Context: an optimization exercise on an open-source flow, tuned for small area. The choices shown serve that exercise and are no tape-out recipe.
The RTL was checked by simulation tests, not by an equivalence proof against the original design.
Power figures rest on the tool's default switching activity, not on a simulated workload.

### flow/run.sh
#!/bin/bash
# synth_recipe.tcl (not shown) runs the flow's synth.tcl, then flattens the netlist and writes it again
# the make line also repeats each setting of config.mk as NAME=value (left out here)
make -C /OpenROAD-flow-scripts/flow DESIGN_CONFIG=/design/flow/config.mk WORK_HOME=/design/flow/orfs CLKGATE_MAP_FILE= SYNTH_SCRIPT=/design/flow/synth_recipe.tcl finish
### flow/config.mk
export PLATFORM = sky130hd
export DESIGN_NAME = uart_box
export DESIGN_NICKNAME = uart_box
export VERILOG_FILES = /design/flow/design.v
export SDC_FILE = /design/flow/constraint.sdc
export NUM_CORES = 4
export LEC_CHECK = 0
export CAP_MARGIN = 20
export CORE_MARGIN = 2
export CORE_UTILIZATION = 50
export CTS_BUF_LIST = sky130_fd_sc_hd__clkbuf_4 sky130_fd_sc_hd__clkbuf_8
export CTS_CLUSTER_SIZE = 30
export SLEW_MARGIN = 20
export SYNTH_HIERARCHICAL = 1
### flow/constraint.sdc
create_clock -name core_clock -period 10.0 [get_ports {CLK}]
set_input_delay 2.0000 -clock core_clock [delete_from_list [all_inputs] [get_ports {CLK}]]
set_output_delay 2.0000 -clock core_clock [all_outputs]
set_load 0.01 [all_outputs]
### flow/design.v
module serial_tx_box
(
input  wire        CLK,
input  wire        RST,
input  wire        PH,              
input  wire        I_STB,
input  wire [7:0]  I_DATA,
output wire        I_ACK,
output wire        O_TxD,
input  wire [15:0] CFG_CLK_DIV
);
reg  [7:0]  f0_data [31:0];      
reg  [5:0]  f0_cnt;              
reg  [7:0]  f1_data;             
reg         f1_rdy;
reg  [7:0]  tx_data;             
reg  [2:0]  sc_cnth;
reg  [3:0]  tx_state;
reg         tx_bit;
integer     i;
wire        f0_rdy  = f0_cnt[5];
wire        f0_full = (f0_cnt == 6'b10_0000);
wire        f0_ack  = ~f0_full && I_STB;
wire        sc_tic;
wire        sc_lde  = sc_tic && (sc_cnth == 3'h0);
wire        tx_ack  = (tx_state == 4'd1) && sc_lde;
wire        f1_stb  = (tx_ack || ~f1_rdy) && f0_rdy;
wire        sc_clr  = (tx_state == 4'd0) || (tx_state == 4'd13);
wire        tx_shl  = sc_lde && (tx_state != 4'd1) && (tx_state != 4'd2);
assign      I_ACK   = f0_ack;
assign      O_TxD   = tx_bit;
wire [7:0]  f0_nxt [31:0];
wire [7:0]  f0_in    = I_DATA ^ {8{PH}};
wire        f0_ack_n = ~f0_ack;
ph_keep8 k0 (.q(f0_data[0]), .x(f0_in), .en(f0_ack), .en_n(f0_ack_n), .d(f0_nxt[0]));
genvar g;
generate for (g = 1; g < 32; g = g + 1) begin : fk
  ph_keep8 k (.q(f0_data[g]), .x(f0_data[g-1]), .en(f0_ack), .en_n(f0_ack_n), .d(f0_nxt[g]));
end endgenerate
always @(posedge CLK)
 for (i = 0; i < 32; i = i + 1) f0_data[i] <= f0_nxt[i];
always @(posedge CLK or posedge RST)
 if (RST)                        f0_cnt <= 6'h00;
 else if (~f0_ack &&  f1_stb)    f0_cnt <= f0_cnt + 6'd1;
 else if ( f0_ack && ~f1_stb)    f0_cnt <= f0_cnt - 6'd1;
wire [31:0] f0_pick_n;
wire [7:0]  f0_out_n;
dec32_n  dc (.a_n(f0_cnt[4:0]), .y_n(f0_pick_n));
mux32x8_n mx (.d({f0_data[31], f0_data[30], f0_data[29], f0_data[28], f0_data[27], f0_data[26],
                  f0_data[25], f0_data[24], f0_data[23], f0_data[22], f0_data[21], f0_data[20],
                  f0_data[19], f0_data[18], f0_data[17], f0_data[16], f0_data[15], f0_data[14],
                  f0_data[13], f0_data[12], f0_data[11], f0_data[10], f0_data[9],  f0_data[8],
                  f0_data[7],  f0_data[6],  f0_data[5],  f0_data[4],  f0_data[3],  f0_data[2],
                  f0_data[1],  f0_data[0]}),
              .s_n(f0_pick_n), .y_n(f0_out_n));
wire [7:0]  f1_nxt;
wire        f1_stb_n = ~f1_stb;
ph_keep8 k1 (.q(f1_data), .x(f0_out_n), .en(f1_stb), .en_n(f1_stb_n), .d(f1_nxt));
always @(posedge CLK)            f1_data <= f1_nxt;
always @(posedge CLK or posedge RST)
 if (RST)                        f1_rdy <= 1'b0;
 else if (f1_stb)                f1_rdy <= 1'b1;
 else if (tx_ack)                f1_rdy <= 1'b0;
scaler16 sc (.CLK(CLK), .ld(sc_clr), .div(CFG_CLK_DIV), .tic(sc_tic));
always @(posedge CLK)
 if (sc_clr)                     sc_cnth <= 3'd0;
 else if (sc_tic)                sc_cnth <= sc_cnth + 3'd1;
always @(posedge CLK or posedge RST)
 if (RST)                        tx_state <= 4'd0;
 else case (tx_state)
  4'd0:     if (f1_rdy)          tx_state <= 4'd1;
  4'd13:    tx_state <= f1_rdy ? 4'd1 : 4'd0;
  default:  if (sc_lde)          tx_state <= tx_state + 4'd1;
 endcase
wire [7:0]  tx_nxtd;
wire        tx_hold = ~(tx_ack | tx_shl);
ph_keep3x8 ks (.q(tx_data), .h(tx_hold), .x(f1_data), .l(tx_ack), .s({tx_data[0], tx_data[7:1]}),
               .sh(tx_shl), .d(tx_nxtd));
always @(posedge CLK)            tx_data <= tx_nxtd;
wire        tx_nxt  = (tx_state == 4'd2) ? 1'b0 :
                      (tx_state >= 4'd3 && tx_state <= 4'd10) ? ~(tx_data[0] ^ PH) : 1'b1;
always @(posedge CLK or posedge RST)
 if (RST)                        tx_bit <= 1'b1;
 else                            tx_bit <= tx_nxt;
endmodule
module serial_rx_box
(
input  wire        CLK,
input  wire        RST,
input  wire        PH,              
input  wire        I_RxD,
output wire        O_STB,
output wire [7:0]  O_DATA,
input  wire        O_ACK,
input  wire [15:0] CFG_CLK_DIV
);
reg  [7:0]  f0_data [31:0];      
reg  [5:0]  f0_cnt;              
reg  [7:0]  f1_data;             
reg         f1_rdy;
reg  [2:0]  sc_cnth;
reg  [3:0]  rx_state;
reg  [3:0]  rx_filter_n;         
reg  [7:0]  rx_reg;              
integer     i;
wire        rx_bit  = ~rx_filter_n[3];
wire        rx_idle = (rx_state == 4'd0);
wire        sc_tic;
wire        sc_lde  = sc_tic && (sc_cnth == 3'h4);
wire        f0_stb  = (rx_state == 4'd11);
wire        f0_rdy  = f0_cnt[5];
wire        f0_full = (f0_cnt == 6'b10_0000);
wire        f1_ack  = O_ACK && f1_rdy;
wire        f1_stb  = (f1_ack || ~f1_rdy) && f0_rdy;
wire        f0_wr   = f0_stb && (~f0_full || f1_stb);
assign      O_STB   = f1_rdy;
assign      O_DATA  = ~(f1_data ^ {8{PH}});
scaler16 sc (.CLK(CLK), .ld(rx_idle), .div(CFG_CLK_DIV), .tic(sc_tic));
always @(posedge CLK)
 if (rx_idle)                    sc_cnth <= 3'd0;
 else if (sc_tic)                sc_cnth <= sc_cnth + 3'd1;
always @(posedge CLK or posedge RST)
 if (RST)                        rx_filter_n <= 4'h0;
 else                            rx_filter_n <= {rx_filter_n[2:0], ~I_RxD};
always @(posedge CLK or posedge RST)
 if (RST)                        rx_state <= 4'd0;
 else case (rx_state)
  4'd0:     if (!rx_bit)         rx_state <= 4'd1;
  4'd11:                         rx_state <= 4'd0;
  default:  if (sc_lde)          rx_state <= rx_state + 4'd1;
 endcase
wire        rx_sh   = sc_lde && (rx_state != 4'd10);
wire        rx_sh_n = ~rx_sh;
wire [7:0]  rx_nxt;
ph_keep8 kr (.q(rx_reg), .x({rx_bit ^ PH, rx_reg[7:1]}), .en(rx_sh), .en_n(rx_sh_n), .d(rx_nxt));
always @(posedge CLK)            rx_reg <= rx_nxt;
wire [7:0]  f0_nxt [31:0];
wire        f0_wr_n = ~f0_wr;
ph_keep8 k0 (.q(f0_data[0]), .x(rx_reg), .en(f0_wr), .en_n(f0_wr_n), .d(f0_nxt[0]));
genvar g;
generate for (g = 1; g < 32; g = g + 1) begin : fk
  ph_keep8 k (.q(f0_data[g]), .x(f0_data[g-1]), .en(f0_wr), .en_n(f0_wr_n), .d(f0_nxt[g]));
end endgenerate
always @(posedge CLK)
 for (i = 0; i < 32; i = i + 1) f0_data[i] <= f0_nxt[i];
always @(posedge CLK or posedge RST)
 if (RST)                        f0_cnt <= 6'h00;
 else if (~f0_wr &&  f1_stb)     f0_cnt <= f0_cnt + 6'd1;
 else if ( f0_wr && ~f1_stb)     f0_cnt <= f0_cnt - 6'd1;
wire [31:0] f0_pick_n;
wire [7:0]  f0_out_n;
dec32_n  dc (.a_n(f0_cnt[4:0]), .y_n(f0_pick_n));
mux32x8_n mx (.d({f0_data[31], f0_data[30], f0_data[29], f0_data[28], f0_data[27], f0_data[26],
                  f0_data[25], f0_data[24], f0_data[23], f0_data[22], f0_data[21], f0_data[20],
                  f0_data[19], f0_data[18], f0_data[17], f0_data[16], f0_data[15], f0_data[14],
                  f0_data[13], f0_data[12], f0_data[11], f0_data[10], f0_data[9],  f0_data[8],
                  f0_data[7],  f0_data[6],  f0_data[5],  f0_data[4],  f0_data[3],  f0_data[2],
                  f0_data[1],  f0_data[0]}),
              .s_n(f0_pick_n), .y_n(f0_out_n));
wire [7:0]  f1_nxt;
wire        f1_stb_n = ~f1_stb;
ph_keep8 k1 (.q(f1_data), .x(f0_out_n), .en(f1_stb), .en_n(f1_stb_n), .d(f1_nxt));
always @(posedge CLK)            f1_data <= f1_nxt;
always @(posedge CLK or posedge RST)
 if (RST)                        f1_rdy <= 1'b0;
 else if (f1_stb)                f1_rdy <= 1'b1;
 else if (f1_ack)                f1_rdy <= 1'b0;
endmodule
module uart_box
(
input  wire        CLK,
input  wire        RST,
input  wire        I_STB,
input  wire [7:0]  I_DATA,
output wire        I_ACK,
output wire        O_TxD,
input  wire        I_RxD,
output wire        O_STB,
output wire [7:0]  O_DATA,
input  wire        O_ACK,
input  wire [15:0] CFG_CLK_DIV
);
reg ph;
always @(posedge CLK or posedge RST)
 if (RST)  ph <= 1'b0;
 else      ph <= ~ph;
serial_tx_box tx
(
.CLK        (CLK),
.RST        (RST),
.PH         (ph),
.I_STB      (I_STB),
.I_DATA     (I_DATA),
.I_ACK      (I_ACK),
.O_TxD      (O_TxD),
.CFG_CLK_DIV(CFG_CLK_DIV)
);
serial_rx_box rx
(
.CLK        (CLK),
.RST        (RST),
.PH         (ph),
.I_RxD      (I_RxD),
.O_STB      (O_STB),
.O_DATA     (O_DATA),
.O_ACK      (O_ACK),
.CFG_CLK_DIV(CFG_CLK_DIV)
);
endmodule
module ph_keep8
(
input  wire [7:0]  q,
input  wire [7:0]  x,
input  wire        en,
input  wire        en_n,
output wire [7:0]  d
);
genvar g;
generate for (g = 0; g < 8; g = g + 1) begin : b
  oai22 c (.a1(q[g]), .a2(en), .b1(x[g]), .b2(en_n), .y(d[g]));
end endgenerate
endmodule
module ph_keep3x8
(
input  wire [7:0]  q,
input  wire        h,
input  wire [7:0]  x,
input  wire        l,
input  wire [7:0]  s,
input  wire        sh,
output wire [7:0]  d
);
genvar g;
generate for (g = 0; g < 8; g = g + 1) begin : b
  aoi222 c (.a1(q[g]), .a2(h), .b1(x[g]), .b2(l), .c1(s[g]), .c2(sh), .y(d[g]));
end endgenerate
endmodule
module dec32_n
(
input  wire [4:0]  a_n,
output wire [31:0] y_n
);
wire [4:0] a;
wire [7:0] hi;
wire [3:0] lo;
genvar g;
generate for (g = 0; g < 5; g = g + 1) begin : i
  inv1 c (.a(a_n[g]), .y(a[g]));
end endgenerate
generate for (g = 0; g < 8; g = g + 1) begin : h
  and3 c (.a(g & 1 ? a[2] : a_n[2]), .b(g & 2 ? a[3] : a_n[3]), .c(g & 4 ? a[4] : a_n[4]), .y(hi[g]));
end endgenerate
generate for (g = 0; g < 4; g = g + 1) begin : l
  nor2 c (.a(g & 1 ? a_n[0] : a[0]), .b(g & 2 ? a_n[1] : a[1]), .y(lo[g]));
end endgenerate
generate for (g = 0; g < 32; g = g + 1) begin : d
  nand2 c (.a(hi[g / 4]), .b(lo[g % 4]), .y(y_n[g]));
end endgenerate
endmodule
module scaler16
(
input  wire        CLK,
input  wire        ld,
input  wire [15:0] div,
output wire        tic
);
reg  [15:0] q;
wire [15:0] d;
wire [16:0] t;
wire [15:0] s_n;
wire        load;
assign t[0] = 1'b1;
genvar g;
generate for (g = 0; g < 16; g = g + 1) begin : b
  xnor2 x (.a(q[g]), .b(t[g]), .y(s_n[g]));
  mux2i m (.a0(s_n[g]), .a1(div[g]), .s(load), .y(d[g]));
  if (g < 15) begin : c
    and2 a (.a(q[g]), .b(t[g]), .y(t[g+1]));
  end
end endgenerate
assign t[16] = 1'b0;
assign tic  = (q == 16'hFFFE);
assign load = ld | tic;
always @(posedge CLK) q <= d;
endmodule
module mux32x8_n
(
input  wire [255:0] d,
input  wire [31:0]  s_n,
output wire [7:0]   y_n
);
genvar g, k;
generate for (g = 0; g < 8; g = g + 1) begin : b
  wire [15:0] p_n;
  wire [7:0]  q;
  wire [1:0]  r_n;
  for (k = 0; k < 16; k = k + 1) begin : p
    oai22 c (.a1(d[(2*k)*8+g]), .a2(s_n[2*k]), .b1(d[(2*k+1)*8+g]), .b2(s_n[2*k+1]), .y(p_n[k]));
  end
  for (k = 0; k < 8; k = k + 1) begin : r
    nor2 c (.a(p_n[2*k]), .b(p_n[2*k+1]), .y(q[k]));
  end
  nand4 c0 (.a(q[0]), .b(q[1]), .c(q[2]), .d(q[3]), .y(r_n[0]));
  nand4 c1 (.a(q[4]), .b(q[5]), .c(q[6]), .d(q[7]), .y(r_n[1]));
  assign y_n[g] = r_n[0] | r_n[1];
end endgenerate
endmodule
module oai22
(
input  wire a1, a2, b1, b2,
output wire y
);
assign y = ~((a1 | a2) & (b1 | b2));
endmodule
module aoi222
(
input  wire a1, a2, b1, b2, c1, c2,
output wire y
);
assign y = ~((a1 & a2) | (b1 & b2) | (c1 & c2));
endmodule
module nor2
(
input  wire a, b,
output wire y
);
assign y = ~(a | b);
endmodule
module nand4
(
input  wire a, b, c, d,
output wire y
);
assign y = ~(a & b & c & d);
endmodule
module inv1
(
input  wire a,
output wire y
);
assign y = ~a;
endmodule
module nand2
(
input  wire a, b,
output wire y
);
assign y = ~(a & b);
endmodule
module and2
(
input  wire a, b,
output wire y
);
assign y = a & b;
endmodule
module and3
(
input  wire a, b, c,
output wire y
);
assign y = a & b & c;
endmodule
module xnor2
(
input  wire a, b,
output wire y
);
assign y = ~(a ^ b);
endmodule
module mux2i
(
input  wire a0, a1, s,
output wire y
);
assign y = ~(s ? a1 : a0);
endmodule
==> summary.md, run 1 <==
| Metric | Value |
|---|---|
| Sequential area share after synthesis | 0.591 |
| Routed vias/inst | slightly above 6 |
| Mux contribution to synthesized area | 0.0220 |
| Int Pwr | 0.00478 W |
| Vias in the first global route | 15200 |
| Slowest stage cell, crit path | inv_6 |
| Crit Path Category | primary input to output port |
| Switch Pwr | around 0.0019 W |
| Crit path to | I_ACK |
| Peak supply drop | 151 µV |
| Final WL | 47700 µm |
| CP Max Fanout | 126 |
| Max Clk Rate | between 150 and 200 MHz |
| Initial antenna violation count | 3 |
| Hold Path Class | register to register |
| Die area | 43500 µm² |
| RSZ-0062 raised after global routing | no |
| Worst Path Required | around 8000 ps |
| #FFs+latches synth | 610 |
| Slew Viols, Final | 0 |
| Comb pwr share | 0.160 |
| Final nets | 2182 |
| R2R Setup Slk | 5730 ps |
| Reg clk slew, reported paths | 60 ps |
| CTS Buf Count | 99 |
| Post-CTS Resized | 0 |
| Die Span Y | 208 µm |
| CORE AREA | 41000 µm² |
| DP HPWL | 30400 µm |
| Switching Fraction | 0.286 |
| Fin area | 24300 µm² |
| DR vias | ~17000 |
| Post-CTS setup buffers | 0 |
| Avg WL per Cell | 17.4 µm |
| Leakage | 9.35 nW |
| CTS max path bufs | 3 |
| Adder-cell share of the synthesized area | 0.0139 |
| Synth warn | 14 |
| Most used flip-flop cell after synthesis | dfxtp_1 |
| Max Cap Viol | 0 |
| # rows | 74 |
| Fin crit period | 6390 ps |
| RePlAce Congestion | 0.796 |
| Status | no timing/DRC/antenna violations |
| Worst Reg-to-Reg Cells | 15 |
| Synth area leader | dfxtp_1 |
| Drt drc | 0 |
| First-pass GRT wire length | 77300 µm |
| Placed Area | 22100 µm² |
| Post-synthesis compound-gate area fraction | 0.252 |
| Setup Skew | 17.7 ps |
| CP max stage delay | 650 ps |
| Mapped cell area | 20900 µm² |
| Actual slew at the worst max-slew pin | around 1200 ps |
| Root buf cell | clkbuf_8 |
| Final setup vio count | 0 |
| EDFF count, synth | 0 |
| Reg power frac | 0.498 |
| Post-synthesis xor/xnor area fraction | 0.0272 |
| Pwr Density | 276 nW/µm² |
| Critical R2R Capture | tx.f0_cnt[5]$_DFFE_PP0P_ |
| Reg-to-reg startpoint | tx.sc.q[0]$_DFF_P_ |
| Simple-gate share of the synthesized area | 0.0850 |
| Clk sinks | a little over 600 |
| Layout cells sized above 1 | 0.0960 |
| Initial DRC Count | 1423 |
| Most Frequent Cell on Critical Path | clkdlybuf4s50_1 |
| Starting density of the core | 0.510 |
| # IOs | 40 |
| Largest regs | rx.f0_data x256, tx.f0_data x256 |
| CTS H-tree lvls | 3 |
| Post-DRT Antenna Nets | 0 |
| Top post-synthesis cells by area | dfxtp_1, o22ai_1, dfrtp_1 |
| Syn Area/Cell | 10.5 µm² |
| Fraction of registers with async set/reset | 0.0459 |
| Chip width | 208 µm |
| Type of element capturing the critical path | output port |
| Synth unique cells | 50 |
| Total GRT Usage | 0.214 |
| Clk pwr share | 0.342 |
| Fin util | 0.592 |
| Area growth syn-to-layout | 16.1% |
| Clk Latency, worst-skew pair | 660 ps |
| Final hold viol count | 0 |
| Worst setup path startpoint | I_STB |
| Drt pass-1 iters | 6 |
| Share of the synthesized area in the top cell type | 0.557 |
| Largest family of logic cells by synthesized area | compound AO/OA/AOI/OAI gates |
| Mapped Cells | 1987 |
| Worst endpoint data arrival time | 4390 ps |
| PortBufs | 39 |
| CTS tree | yes |
| Worst setup SP type | primary input |
| Cts-stage hold buffer count | 0 |
| Slew headroom | 0.216 |
| Gr ovfl total | 0 |
| Largest net degree at the start of global routing | 258 |
| CP cell instances | clkdlybuf4s50_1 > nand2_8 > inv_6 > clkdlybuf4s50_1 |
| Fin crit share | 0.639 |
how the worst min path moves through the flow:
stage,startpoint,end,depth (start not counted)
after global placement,rx.rx_filter_n[2]$_DFF_PP0_,rx.rx_filter_n[3]$_DFF_PP0_,0
after floorplan,rx.rx_filter_n[0]$_DFF_PP0_,rx.rx_filter_n[1]$_DFF_PP0_,0
after detailed placement,rx.rx_filter_n[2]$_DFF_PP0_,rx.rx_filter_n[3]$_DFF_PP0_,0
final,rx.rx_filter_n[2]$_DFF_PP0_,rx.rx_filter_n[3]$_DFF_PP0_,0
after CTS,rx.rx_filter_n[2]$_DFF_PP0_,rx.rx_filter_n[3]$_DFF_PP0_,0
after global routing,rx.rx_filter_n[0]$_DFF_PP0_,rx.rx_filter_n[1]$_DFF_PP0_,0
synthesized netlist by cell type (2+ instances only):
| cell type | instances |
|---|---|
| a21o_1 | 3 |
| fa_1 | 2 |
| conb_1 | 2 |
| nand2b_4 | 2 |
| o41ai_2 | 2 |
| nor2b_1 | 2 |
| inv_1 | 32 |
| mux2i_1 | 37 |
| buf_6 | 2 |
| nand2_1 | 80 |
| nand2b_1 | 3 |
| and3_1 | 17 |
| xor2_1 | 16 |
| nand3_1 | 3 |
| a222oi_1 | 8 |
| nand4b_1 | 3 |
| nand4_1 | 40 |
| nor2_1 | 154 |
| a211oi_1 | 3 |
| and2_1 | 31 |
| o21ai_0 | 6 |
| nor3_1 | 3 |
| and3b_1 | 2 |
| or2_1 | 16 |
| dfrtp_1 | 27 |
| ha_1 | 20 |
| a21oi_1 | 13 |
| clkbuf_1 | 3 |
| mux2_2 | 6 |
| nand3b_1 | 3 |
| xnor2_1 | 49 |
| o22ai_1 | 794 |
| nor4_1 | 5 |
| dfxtp_1 | 582 |
worst max-delay path, delay by kind of cell:
kind          cells  cell delay [ps]
simple gates      1              460
buf+inv           3             1860
final cells by class:
type	instances	area [µm²]
Fill cell	3502	16700
Sequential cell	610	12400
Multi-Input combinational cell	1340	8450
Clock buffer	161	2040
Tap cell	532	666
Timing Repair Buffer	48	470
Clock inverter	17	149
Inverter	32	140
Antenna cell	1	2.50
per-module statistics from Yosys, one instance, submodules excluded, excerpt:
module / times used / cells inside / cell area (µm²)
serial_tx_box: 1 / 389 / 6550
scaler16: 2 / 24 / 378
mux2i: 32 / 1 / 10.0
nor2: 136 / 1 / 3.75
nand4: 32 / 1 / 6.26
inv1: 10 / 1 / 3.75
uart_box: 1 / 3 / 32.5
oai22: 792 / 1 / 6.26
xnor2: 32 / 1 / 8.76
serial_rx_box: 1 / 379 / 6550
mux32x8_n: 2 / 8 / 50.0
kinds of logic after synthesis:
family	Yosys count
flip-flops	610
AND/OR/NAND/NOR	370
other	2
buffers and inverters	39
adder cells (fa/ha/maj)	22
multiplexers	44
AO/OA/AOI/OAI	835
XOR/XNOR	65
routing by layer:
metal | wire length, µm | GRT usage | up-vias
met5 | 13 | 0 | -
met4 | 931 | 0.0672 | 2
met3 | 2370 | 0.0456 | 85
met2 | 20800 | 0.319 | 360
met1 | 23600 | 0.308 | 7814
li1 | - | - | 8285
cell usage in the layout, fill, tap and decap left out, types with 3 or more instances in the layout:
cell type	count
nand2_1	79
nor4_1	5
nand4_1	40
clkdlybuf4s50_1	39
clkinv_2	11
conb_1	4
inv_1	29
and3_1	17
a21oi_1	12
buf_4	8
o22ai_1	794
clkbuf_8	133
nand3b_1	3
nand4b_1	3
a222oi_1	8
or2_1	16
mux2i_1	37
ha_1	20
o21ai_0	6
a211oi_1	3
xnor2_1	49
nor2_1	154
clkbuf_4	28
inv_6	4
nand3_1	3
a21o_1	3
dfrtp_1	27
and2_1	30
mux2_2	6
xor2_1	16
nand2b_4	3
dfxtp_1	582
nor3_1	3
per-stage QoR:
stage	hold slack (ps)	total power, W	setup WS (ps)	setup TNS, ps	std cells
2_1_floorplan	331	0.00409	-963	-246590	1989
3_3_place_gp	334	0.00437	3650	0	2562
3_5_place_dp	335	0.00444	3650	0	2562
4_1_cts	349	0.00675	3640	0	2740
5_1_grt	372	0.00704	3470	0	2740
6_report	347	0.00670	3610	0	2741
power groups by stage:
stage | sequential (W) | combinational (W) | clock (W)
global route | 0.00341 | 0.00117 | 0.00246
finish | 0.00334 | 0.00107 | 0.00229
CTS | 0.00333 | 0.00106 | 0.00235
global placement | 0.00336 | 0.00102 | 0
detailed placement | 0.00338 | 0.00106 | 0
floorplan | 0.00329 | 0.000794 | 0
==> run 2: changes to the inputs <==
--- a/flow/config.mk
+++ b/flow/config.mk
@@ -8,7 +8,5 @@
 export CAP_MARGIN = 20
 export CORE_MARGIN = 2
 export CORE_UTILIZATION = 50
-export CTS_BUF_LIST = sky130_fd_sc_hd__clkbuf_4 sky130_fd_sc_hd__clkbuf_8
-export CTS_CLUSTER_SIZE = 30
 export SLEW_MARGIN = 20
 export SYNTH_HIERARCHICAL = 1
==> run 2 against run 1 <==
- critical path depth did not move
- worst hold slack improved by 12 ps
- register-to-register slack got worse by 60 ps
- design area fell by 0.70%
- die area did not move
- first-iteration DRC count fell by 0.14%
- power fell by 0.15%
- maximum frequency barely moved
- global-route usage fell by 0.22 points
- largest power group unchanged
- routed wire length fell by 0.85%
- flip-flop and latch count did not move
- non-clock buffer count did not move
- highest routed layer unchanged
==> summary.md, run 2 <==
| Metric | Value |
|---|---|
| Status | no timing/DRC/antenna violations |
| Layout cells sized above 1 | 0.0594 |
| Actual slew at the worst max-slew pin | 1210 ps |
| CP max stage delay | 650 ps |
| CTS max path bufs | 3 |
| Hold Path Class | register to register |
| Worst Path Required | 8000 ps |
| Mapped cell area | 20900 µm² |
| Largest net degree at the start of global routing | between 200 and 300 |
| Initial antenna violation count | 4 |
| Synth warn | 14 |
| Placed Area | ~22000 µm² |
| Worst Reg-to-Reg Cells | 15 |
| CP Max Fanout | about 130 |
| Share of the synthesized area in the top cell type | 0.557 |
| Final WL | 47300 µm |
| Mapped Cells | 1987 |
| Post-CTS Resized | 0 |
| Routed vias/inst | 6.14 |
| Post-DRT Antenna Nets | 0 |
| PortBufs | 39 |
| Reg-to-reg startpoint | tx.sc.q[0]$_DFF_P_ |
| Fin area | 24100 µm² |
| Final hold viol count | 0 |
| Total GRT Usage | 0.211 |
| Commonest non-fill, non-tap cell in the layout | o22ai_1 |
| Most Frequent Cell on Critical Path | clkdlybuf4s50_1 |
| Largest regs | rx.f0_data x256, tx.f0_data x256 |
| Slew Viols, Final | 0 |
| Type of element capturing the critical path | output port |
| Root buf cell | clkbuf_16 |
| Setup Skew | 21.1 ps |
| Die area | 43500 µm² |
| CORE AREA | 41000 µm² |
| Worst setup SP type | primary input |
| # rows | 74 |
| Most used flip-flop cell after synthesis | dfxtp_1 |
| Initial DRC Count | 1421 |
| Clk Latency, worst-skew pair | 610 ps |
| Area growth syn-to-layout | 15.3% |
| CP cell instances | clkdlybuf4s50_1 > nand2_8 > inv_6 > clkdlybuf4s50_1 |
| Avg WL per Cell | 17.7 µm |
| Final nets | 2144 |
| Reg clk slew, reported paths | approximately 60 ps |
| CTS Buf Count | 61 |
| Max Cap Viol | 0 |
| Chip width | about 210 µm |
| Top post-synthesis cells by area | dfxtp_1, o22ai_1, dfrtp_1 |
| Vias in the first global route | between 10000 and 15000 |
| Leakage | around 9 nW |
| Worst endpoint data arrival time | 4390 ps |
| Fin crit period | roughly 6400 ps |
| Drt drc | 0 |
| Pwr Density | 277 nW/µm² |
| Commonest non-fill, non-tap cells in the layout | o22ai_1, dfxtp_1, nor2_1 |
| Die Span Y | 208 µm |
| Crit Path Category | primary input to output port |
| Worst setup path startpoint | I_STB |
| Cts-stage hold buffer count | 0 |
| Slew headroom | 0.193 |
| Fin crit share | 0.639 |
| Peak supply drop | 138 µV |
| #FFs+latches synth | 610 |
| Filler cells | 3504 |
| Fin util | 0.588 |
| Slowest stage cell, crit path | inv_6 |
| Clk sinks | between 600 and 700 |
| EDFF count, synth | 0 |
| RSZ-0062 raised after global routing | no |
| Sequential area share after synthesis | 0.591 |
| DR vias | 16400 |
| Synth area leader | dfxtp_1 |
| Drt pass-1 iters | 6 |
| Most instantiated cells after synthesis | o22ai_1, dfxtp_1, nor2_1 |
| Starting density of the core | 0.510 |
| Hold_sp | rx.rx_filter_n[0]$_DFF_PP0_ |
| Most instantiated library cell after synthesis | o22ai_1 |
| Gr ovfl total | 0 |
| Max Clk Rate | about 160 MHz |
| Post-CTS setup buffers | 0 |
| Hold Path Depth | 0 |
| Synth unique cells | 50 |
| DP HPWL | 30400 µm |
| First-pass GRT wire length | 76900 µm |
| Final setup vio count | 0 |
| Syn Area/Cell | 10.5 µm² |
| RePlAce Congestion | approximately 0.80 |
| Fraction of registers with async set/reset | 0.0459 |
| CTS tree | yes |
| CTS H-tree lvls | 2 |
| # IOs | 40 |
-- run 2: cell counts after synthesis --
No cell type changed its count.
-- run 2: worst paths after layout --
kind	to	slack (ps)
max in group asynchronous	rx.f0_cnt[4]$_DFFE_PP0P_	7730
worst max-delay path	I_ACK	3610
worst min register to register	rx.rx_filter_n[1]$_DFF_PP0_	360
min in group asynchronous	ph$_DFF_PP0_	1610
worst max register to register	tx.f0_cnt[5]$_DFFE_PP0P_	5670
worst min-delay path	rx.rx_filter_n[1]$_DFF_PP0_	360
-- run 2: per-module statistics from Yosys (local to each module, per instance), excerpt --
| module | copies in the design | cells | flops+latches | cell area, µm² |
|---|---|---|---|---|
| and2 | 30 | 1 | 0 | 6.26 |
| aoi222 | 8 | 1 | 0 | 10.0 |
| inv1 | 10 | 1 | 0 | 3.75 |
| mux32x8_n | 2 | 8 | 0 | 50.0 |
| nand2 | 64 | 1 | 0 | 3.75 |
| oai22 | 792 | 1 | 0 | 6.26 |
| scaler16 | 2 | 24 | 16 | 378 |
| serial_rx_box | 1 | 379 | 290 | 6550 |
| serial_tx_box | 1 | 389 | 287 | 6550 |
| xnor2 | 32 | 1 | 0 | 8.76 |
-- run 2: where the power goes --
group / internal, W / switching, W / total [W] / leakage (nW)
Sequential: 0.00295 / 0.000391 / 0.00334 / 5.45
Combinational: 0.000495 / 0.000573 / 0.00107 / 2.73
Clock: 0.00137 / 0.000910 / 0.00228 / 1.00
-- run 2: worst max-delay path: cells and delay by family --
| kind | cells | cell delay [ps] |
|---|---|---|
| buf+inv | 3 | 1860 |
| simple gates | 1 | 470 |
-- run 2: cells by family (layout without fill, tap and decap cells) --
| kind of cell | Yosys count | in the layout | share of synthesized area |
|---|---|---|---|
| AOI/OAI and AO/OA | 835 | 835 | 0.252 |
| xor gates and xnor gates | 65 | 65 | 0.0272 |
| adders and majority gates | 22 | 22 | 0.0139 |
| buffers and inverters | 39 | 189 | 0.00796 |
| DFF | 610 | 610 | 0.591 |
| muxes | 44 | 44 | 0.0220 |
| other | 2 | 5 | 0.000359 |
| and+or+nand+nor | 370 | 370 | 0.0850 |
-- run 2: routing by layer --
metal | wire, µm | GRT usage | up-vias
li1 | - | - | 8180
met1 | 23400 | 0.309 | 7794
met3 | 2480 | 0.0432 | 66
met4 | 837 | 0.0536 | 2
met5 | 13 | 0 | -
met2 | 20600 | 0.319 | 371
-- run 2: through the flow --
step | std cells | hold WS, ps | TNS, ps | setup WS, ps | total power (W)
after global routing | 2671 | 370 | 0 | 3470 | 0.00702
after global placement | 2562 | 334 | 0 | 3650 | 0.00437
final | 2672 | 359 | 0 | 3610 | 0.00669
after CTS | 2671 | 363 | 0 | 3640 | 0.00673
after floorplan | 1989 | 331 | -246590 | -963 | 0.00409
after detailed placement | 2562 | 335 | 0 | 3650 | 0.00444
-- run 2: cell type report --
class	count	area, µm²	area share
Clock buffer	91	1780	0.0738
Multi-Input combinational cell	1340	8450	0.351
Sequential cell	610	12400	0.513
Tap cell	532	666	0.0276
Inverter	32	140	0.00581
Timing Repair Buffer	48	470	0.0195
Clock inverter	18	240	0.00997
Antenna cell	1	2.50	0.000104
==> run 3: changes to the inputs <==
--- a/flow/config.mk
+++ b/flow/config.mk
@@ -8,5 +8,8 @@
 export CAP_MARGIN = 20
 export CORE_MARGIN = 2
 export CORE_UTILIZATION = 50
+export CTS_BUF_LIST = sky130_fd_sc_hd__clkbuf_8
+export CTS_CLUSTER_DIAMETER = 120
+export CTS_CLUSTER_SIZE = 16
 export SLEW_MARGIN = 20
 export SYNTH_HIERARCHICAL = 1
==> run 3 against run 2 <==
- critical path type unchanged
- cell count fell by 2.1%
- largest power group unchanged
- critical path depth unchanged
- still clean on timing, DRC and antenna
- core utilization fell by 3.3 points
- highest routed layer unchanged
- power is 17% lower
- design area decreased by 5.6%
- die area stayed put
- flip-flop and latch count is the same
- clock skew rose by 29 ps
- worst setup slack better by 11 ps
- global-route usage fell by 0.33 points
- count of clock-buffer cells in the layout shrank 46
- synthesized cell count did not move
==> summary.md, run 3 <==
| Metric | Value |
|---|---|
| Largest regs | rx.f0_data x256, tx.f0_data x256 |
| RSZ-0062 raised after global routing | no |
| Switching Fraction | 0.308 |
| Final nets | 2127 |
| Sequential area share after synthesis | 0.591 |
| Most used flip-flop cell after synthesis | dfxtp_1 |
| Actual slew at the worst max-slew pin | 1140 ps |
| Synth warn | 14 |
| Chip width | roughly 210 µm |
| Worst endpoint data arrival time | roughly 4400 ps |
| CTS tree | yes |
| CTS H-tree lvls | 2 |
| Initial DRC Count | 1334 |
| CTS Buf Count | 44 |
| # IOs | 40 |
| Power, Total | 0.00556 W |
| Fin crit period | 6380 ps |
| Filler cells | 3640 |
| Worst Path Required | 8000 ps |
| Pwr Density | 244 nW/µm² |
| Final hold viol count | 0 |
| Fin area | 22700 µm² |
| First-pass GRT wire length | 75600 µm |
| Worst setup SP type | primary input |
| Drt pass-1 iters | 7 |
| Largest net degree at the start of global routing | 258 |
| Most instantiated cells after synthesis | o22ai_1, dfxtp_1, nor2_1 |
| Syn Area/Cell | roughly 11 µm² |
| Root buf cell | clkbuf_8 |
| Type of element capturing the critical path | output port |
| Setup slack at placement | 3650 ps |
| Die area | around 43000 µm² |
| Area growth syn-to-layout | 8.81% |
| CTS max path bufs | 3 |
| Post-CTS setup buffers | 0 |
| CORE AREA | 41000 µm² |
| PortBufs | 39 |
| Post-CTS Resized | 0 |
| Post-DRT Antenna Nets | 0 |
| Initial antenna violation count | 3 |
| Crit Path Category | primary input to output port |
| Leakage | 8.54 nW |
| Drt drc | 0 |
| # rows | 74 |
| CP Max Fanout | roughly 130 |
| Max Clk Rate | between 150 and 200 MHz |
| Top post-synthesis cells by area | dfxtp_1, o22ai_1, dfrtp_1 |
| Avg WL per Cell | 17.9 µm |
| Most instantiated library cell after synthesis | o22ai_1 |
| Fraction of registers with async set/reset | 0.0459 |
| Mapped Cells | roughly 2000 |
| Routed vias/inst | 6.14 |
| Status | no timing/DRC/antenna violations |
| Setup Skew | 50.3 ps |
| Switch Pwr | 0.00171 W |
| DR vias | 16100 |
| Synth area leader | dfxtp_1 |
| Final WL | 46800 µm |
| Max Cap Viol | 0 |
| Clk Latency, worst-skew pair | 640 ps |
| #FFs+latches synth | 610 |
| Final setup vio count | 0 |
| RePlAce Congestion | 0.796 |
| Placed Area | roughly 22000 µm² |
| EDFF count, synth | 0 |
| Setup TNS | 0 ps |
| Layout cells sized above 1 | 0.0384 |
| R2R Setup Slk | 5750 ps |
| Reg clk slew, reported paths | 110 ps |
| Total GRT Usage | 0.208 |
| Gr ovfl total | 0 |
| Clk pwr share | 0.209 |
| Hold Path Class | register to register |
| Slack of the critical path | 3620 ps |
| Cts-stage hold buffer count | 0 |
| Int Pwr | roughly 0.0038 W |
| Vias in the first global route | 14600 |
| Synth unique cells | 50 |
| Clk sinks | roughly 600 |
| Commonest non-fill, non-tap cells in the layout | o22ai_1, dfxtp_1, nor2_1 |
| Comb pwr share | 0.191 |
| Slew Viols, Final | 0 |
| Reg power frac | 0.600 |
| Commonest non-fill, non-tap cell in the layout | o22ai_1 |
| Slew headroom | 0.237 |
| Starting density of the core | 0.510 |
| Die Span Y | 208 µm |
| Peak supply drop | about 170 µV |
| Fin util | 0.554 |
| Fin crit share | 0.638 |
| DP HPWL | 30400 µm |
| Mapped cell area | 20900 µm² |
| Share of the synthesized area in the top cell type | 0.557 |
run 3: stage by stage:
stage               cells  hold WS [ps]
finish               2616           350
global route         2615           370
CTS                  2615           354
detailed placement   2562           335
global placement     2562           334
floorplan            1989           331
run 3: final cells by class:
cell class,count,area (µm²),share of cell area
clock inverters,8,42.5,0.00187
inverters,32,140,0.00616
diodes,1,2.50,0.000110
clock buffers,45,619,0.0272
multi-input cells,1340,8450,0.372
repair buffers,48,470,0.0207
well taps,532,666,0.0293
flip-flops and latches,610,12400,0.543
run 3: cells by family (layout without fill, tap and decap cells):
family                   Yosys count  count (layout)  synth area share
AND/OR/NAND/NOR                  370             370            0.0850
other                              2               5          0.000359
buffers and inverters             39             133           0.00796
flip-flops                       610             610             0.591
XOR/XNOR                          65              65            0.0272
multiplexers                      44              44            0.0220
adder cells (fa/ha/maj)           22              22            0.0139
AO/OA/AOI/OAI                    835             835             0.252
run 3: metal layers:
metal  track usage  wire [µm]
met1         0.308      23700
met2         0.314      20400
met3        0.0338       1910
met4        0.0583        845
met5             0         13
run 3: final timing paths:
check,startpoint,to,depth (start not counted)
max in group asynchronous,RST,rx.rx_filter_n[2]$_DFF_PP0_,2
worst min register to register,rx.rx_filter_n[2]$_DFF_PP0_,rx.rx_filter_n[3]$_DFF_PP0_,0
worst min-delay path,rx.rx_filter_n[2]$_DFF_PP0_,rx.rx_filter_n[3]$_DFF_PP0_,0
worst max-delay path,I_STB,I_ACK,4
worst max register to register,tx.sc.q[9]$_DFF_P_,tx.f0_cnt[5]$_DFFE_PP0P_,15
min in group asynchronous,RST,ph$_DFF_PP0_,2
run 3: worst max-delay path, cell delays in order:
cell and delay, ps:
clkdlybuf4s50_1 560, nand2_8 470, inv_6 650, clkdlybuf4s50_1 650
run 3: per-module statistics from Yosys, one instance, submodules excluded, excerpt:
module / flip-flops and latches / cell area, µm² / cells inside
mux32x8_n: 0 / 50.0 / 8
oai22: 0 / 6.26 / 1
scaler16: 16 / 378 / 24
and2: 0 / 6.26 / 1
uart_box: 1 / 32.5 / 3
serial_rx_box: 290 / 6550 / 379
nand2: 0 / 3.75 / 1
aoi222: 0 / 10.0 / 1
nand4: 0 / 6.26 / 1
mux2i: 0 / 10.0 / 1
serial_tx_box: 287 / 6550 / 389
run 3: power by group through the flow:
stage / Clock [W] / Sequential, W / Combinational, W
floorplan: 0 / 0.00329 / 0.000794
global placement: 0 / 0.00336 / 0.00102
detailed placement: 0 / 0.00338 / 0.00106
CTS: 0.00121 / 0.00333 / 0.00106
global route: 0.00130 / 0.00341 / 0.00117
finish: 0.00116 / 0.00333 / 0.00106
==> run 4: changes to the inputs <==
--- a/flow/config.mk
+++ b/flow/config.mk
@@ -7,7 +7,7 @@
 export LEC_CHECK = 0
 export CAP_MARGIN = 20
 export CORE_MARGIN = 2
-export CORE_UTILIZATION = 50
+export CORE_UTILIZATION = 70
 export CTS_BUF_LIST = sky130_fd_sc_hd__clkbuf_8
 export CTS_CLUSTER_DIAMETER = 120
 export CTS_CLUSTER_SIZE = 16
==> run 4 against run 3 <==
- sequential power about the same
- first-iteration DRC count up 14%
- highest routed layer is now met4
- non-clock buffer count down 1
- core utilization rose by 21 points
==> summary.md, run 4 <==
| Metric | Value |
|---|---|
| Status | no timing/DRC/antenna violations |
| Syn Area/Cell | around 11 µm² |
| Slowest stage cell, crit path | inv_6 |
| Slew Viols, Final | 0 |
| Buffer and inverter count on the worst path | 3 |
| Most instantiated library cell after synthesis | o22ai_1 |
| Max Clk Rate | 148 MHz |
| Placed Area | 21900 µm² |
| CTS H-tree lvls | 2 |
| Multi-input combinational cell area | roughly 8400 µm² |
| Most instantiated cells after synthesis | o22ai_1, dfxtp_1, nor2_1 |
| Commonest non-fill, non-tap cells in the layout | o22ai_1, dfxtp_1, nor2_1 |
| RePlAce Congestion | between 0.8 and 0.9 |
| RSZ-0062 raised after global routing | no |
| Root buf cell | clkbuf_8 |
| Max Cap Viol | 0 |
| CTS tree | yes |
| CTS Buf Count | 44 |
| Chip width | 177 µm |
| Synth unique cells | 50 |
| CORE AREA | between 20000 and 30000 µm² |
| Sequential area share after synthesis | 0.591 |
| Peak supply drop | 176 µV |
| Starting density of the core | 0.709 |
| Initial antenna violation count | 0 |
| Power, Total | around 0.0055 W |
| CP Max Fanout | 141 |
| Post-CTS Resized | 0 |
| Final WL | 46500 µm |
| EDFF count, synth | 0 |
| Vias in the first global route | 15500 |
| Crit path max-delay family | buffers and inverters |
| # diodes | 0 |
| Most Frequent Cell on Critical Path | clkdlybuf4s50_1 |
| DR vias | about 17000 |
| Reg clk slew, reported paths | 100 ps |
| CP cell instances | clkdlybuf4s50_1 > nand2_8 > inv_6 > clkdlybuf4s50_1 |
| Clk sinks | 610 |
| Reg area | 12400 µm² |
| # rows | 63 |
| CTS max path bufs | 3 |
| WHS | 358 ps |
| Fin crit share | 0.674 |
| Mapped Cells | 1987 |
| Initial DRC Count | approximately 1500 |
| Largest regs | rx.f0_data x256, tx.f0_data x256 |
| Commonest non-fill, non-tap cell in the layout | o22ai_1 |
| Die Span Y | 177 µm |
| Pwr Density | 245 nW/µm² |
| Worst Path Required | 8000 ps |
| Actual slew at the worst max-slew pin | 1040 ps |
| Filler cells | 2095 |
| Crit Path Category | primary input to output port |
| Largest net degree at the start of global routing | 258 |
| #FFs+latches synth | 610 |
| Final hold viol count | 0 |
| Share of the synthesized area in the top cell type | 0.557 |
| Cts-stage hold buffer count | 0 |
| Leakage | between 8 and 9 nW |
| Fin area | 22600 µm² |
| Avg WL per Cell | 18.8 µm |
| Synth area leader | dfxtp_1 |
| Drt drc | 0 |
| First-pass GRT wire length | approximately 75000 µm |
| Area growth syn-to-layout | 8.11% |
| Routed vias/inst | 6.76 |
| CP max stage delay | 930 ps |
| Fin crit period | 6740 ps |
| Slew headroom | 0.306 |
| Layout cells sized above 1 | 0.0389 |
| Most used flip-flop cell after synthesis | dfxtp_1 |
| Drt pass-1 iters | 8 |
| Hold Path Class | register to register |
| Fraction of registers with async set/reset | 0.0459 |
| Final nets | 2126 |
| Mapped cell area | 20900 µm² |
| Setup Skew | 23.5 ps |
| Clk Latency, worst-skew pair | 600 ps |
| R2R Setup Slk | 5680 ps |
| Top post-synthesis cells by area | dfxtp_1, o22ai_1, dfrtp_1 |
| PortBufs | 39 |
| Die area | 31300 µm² |
| Fin util | 0.766 |
| Type of element capturing the critical path | output port |
| Worst endpoint data arrival time | 4740 ps |
| Final setup vio count | 0 |
| Post-DRT Antenna Nets | 0 |
| Gr ovfl total | 0 |
| DP HPWL | 30400 µm |
| Post-CTS setup buffers | 0 |
| Worst setup SP type | primary input |
| # IOs | 40 |
| Synth warn | 14 |
| Total GRT Usage | 0.291 |
[run 4: cell counts after synthesis]
No cell type changed its count.
[run 4: stage by stage]
| step | worst slack (ps) | std cells | TNS [ps] |
|---|---|---|---|
| 6_report | 3260 | 2474 | 0 |
| 3_5_place_dp | 3330 | 2418 | 0 |
| 4_1_cts | 3320 | 2473 | 0 |
| 3_3_place_gp | 3370 | 2418 | 0 |
| 2_1_floorplan | -963 | 1989 | -246590 |
| 5_1_grt | 3110 | 2474 | 0 |
[run 4: modules after synthesis (local to each module, per instance), a selection]
module | flops+latches | cells inside | area, µm²
and2 | 0 | 1 | 6.26
and3 | 0 | 1 | 6.26
mux2i | 0 | 1 | 10.0
mux32x8_n | 0 | 8 | 50.0
nand2 | 0 | 1 | 3.75
nor2 | 0 | 1 | 3.75
oai22 | 0 | 1 | 6.26
scaler16 | 16 | 24 | 378
xnor2 | 0 | 1 | 8.76
[run 4: kinds of logic (layout without fill, tap and decap cells)]
family                   Yosys count  count (layout)  synth area share
AO/OA/AOI/OAI                    835             835             0.252
buffers and inverters             39             134           0.00796
other                              2               4          0.000359
flip-flops                       610             610             0.591
multiplexers                      44              44            0.0220
AND/OR/NAND/NOR                  370             370            0.0850
adder cells (fa/ha/maj)           22              22            0.0139
XOR/XNOR                          65              65            0.0272
[run 4: area by class of cell]
cell class                      instances  area share
Sequential cell                       610       0.547
Multi-Input combinational cell       1340       0.374
Inverter                               32     0.00609
Clock inverter                         10     0.00255
Clock buffer                           45      0.0274
Timing Repair Buffer                   47      0.0217
Tap cell                              390      0.0216
[run 4: per-layer routing]
layer  GRT usage  part of all wire  vias up
li1            -                 -     8103
met5           0                 0        -
met3      0.0303             0.040      115
met4       0.132             0.040        0
met1       0.398              0.45     8095
met2       0.469              0.47      408
[run 4: path summary, 6_finish.rpt]
kind,start,end,depth (start not counted)
max,I_STB,I_ACK,4
min,rx.rx_filter_n[2]$_DFF_PP0_,rx.rx_filter_n[3]$_DFF_PP0_,0
max reg2reg,tx.sc.q[10]$_DFF_P_,tx.f0_cnt[5]$_DFFE_PP0P_,15
min reg2reg,rx.rx_filter_n[2]$_DFF_PP0_,rx.rx_filter_n[3]$_DFF_PP0_,0
max in group asynchronous,RST,rx.rx_filter_n[1]$_DFF_PP0_,2
min in group asynchronous,RST,ph$_DFF_PP0_,2
[run 4: where the power goes]
part	switching [W]	internal, W
registers	0.000410	0.00294
clock network	0.000733	0.000414
logic	0.000554	0.000494

separate check: timing with driven ports:
Ports are ideal in the flow. The routed layouts listed here were re-timed in OpenROAD.
Step 1 (the two cells are an assumption about what drives the block):
set clk [get_ports {CLK}]
set_driving_cell -lib_cell sky130_fd_sc_hd__clkbuf_16 $clk
set_driving_cell -lib_cell sky130_fd_sc_hd__buf_2 [delete_from_list [all_inputs] $clk]
Step 2 times the ports against the registers' clock, not the clock port: input delays grow and output delays shrink by t, the midpoint of the rising clock arrivals with the driver on.
a / b / c = ideal ports / drivers / drivers and shift; a / b = the first two.
| run | t (ns) | setup slack, ns | worst setup path after step 2 |
|---|---|---|---|
| run 1 | 0.712 | 3.609 / 3.586 / 3.586 | input to output |
| run 2 | 0.655 | 3.606 / 3.583 / 3.583 | input to output |
| run 3 | 0.671 | 3.617 / 3.594 / 3.594 | input to output |
| run 4 | 0.643 | 3.258 / 3.233 / 3.233 | input to output |
After both steps setup and hold are still met in every run listed. The setup slack of run 4, which loses most, moves by -0.025 ns with the drivers and by -0.025 ns with both steps.
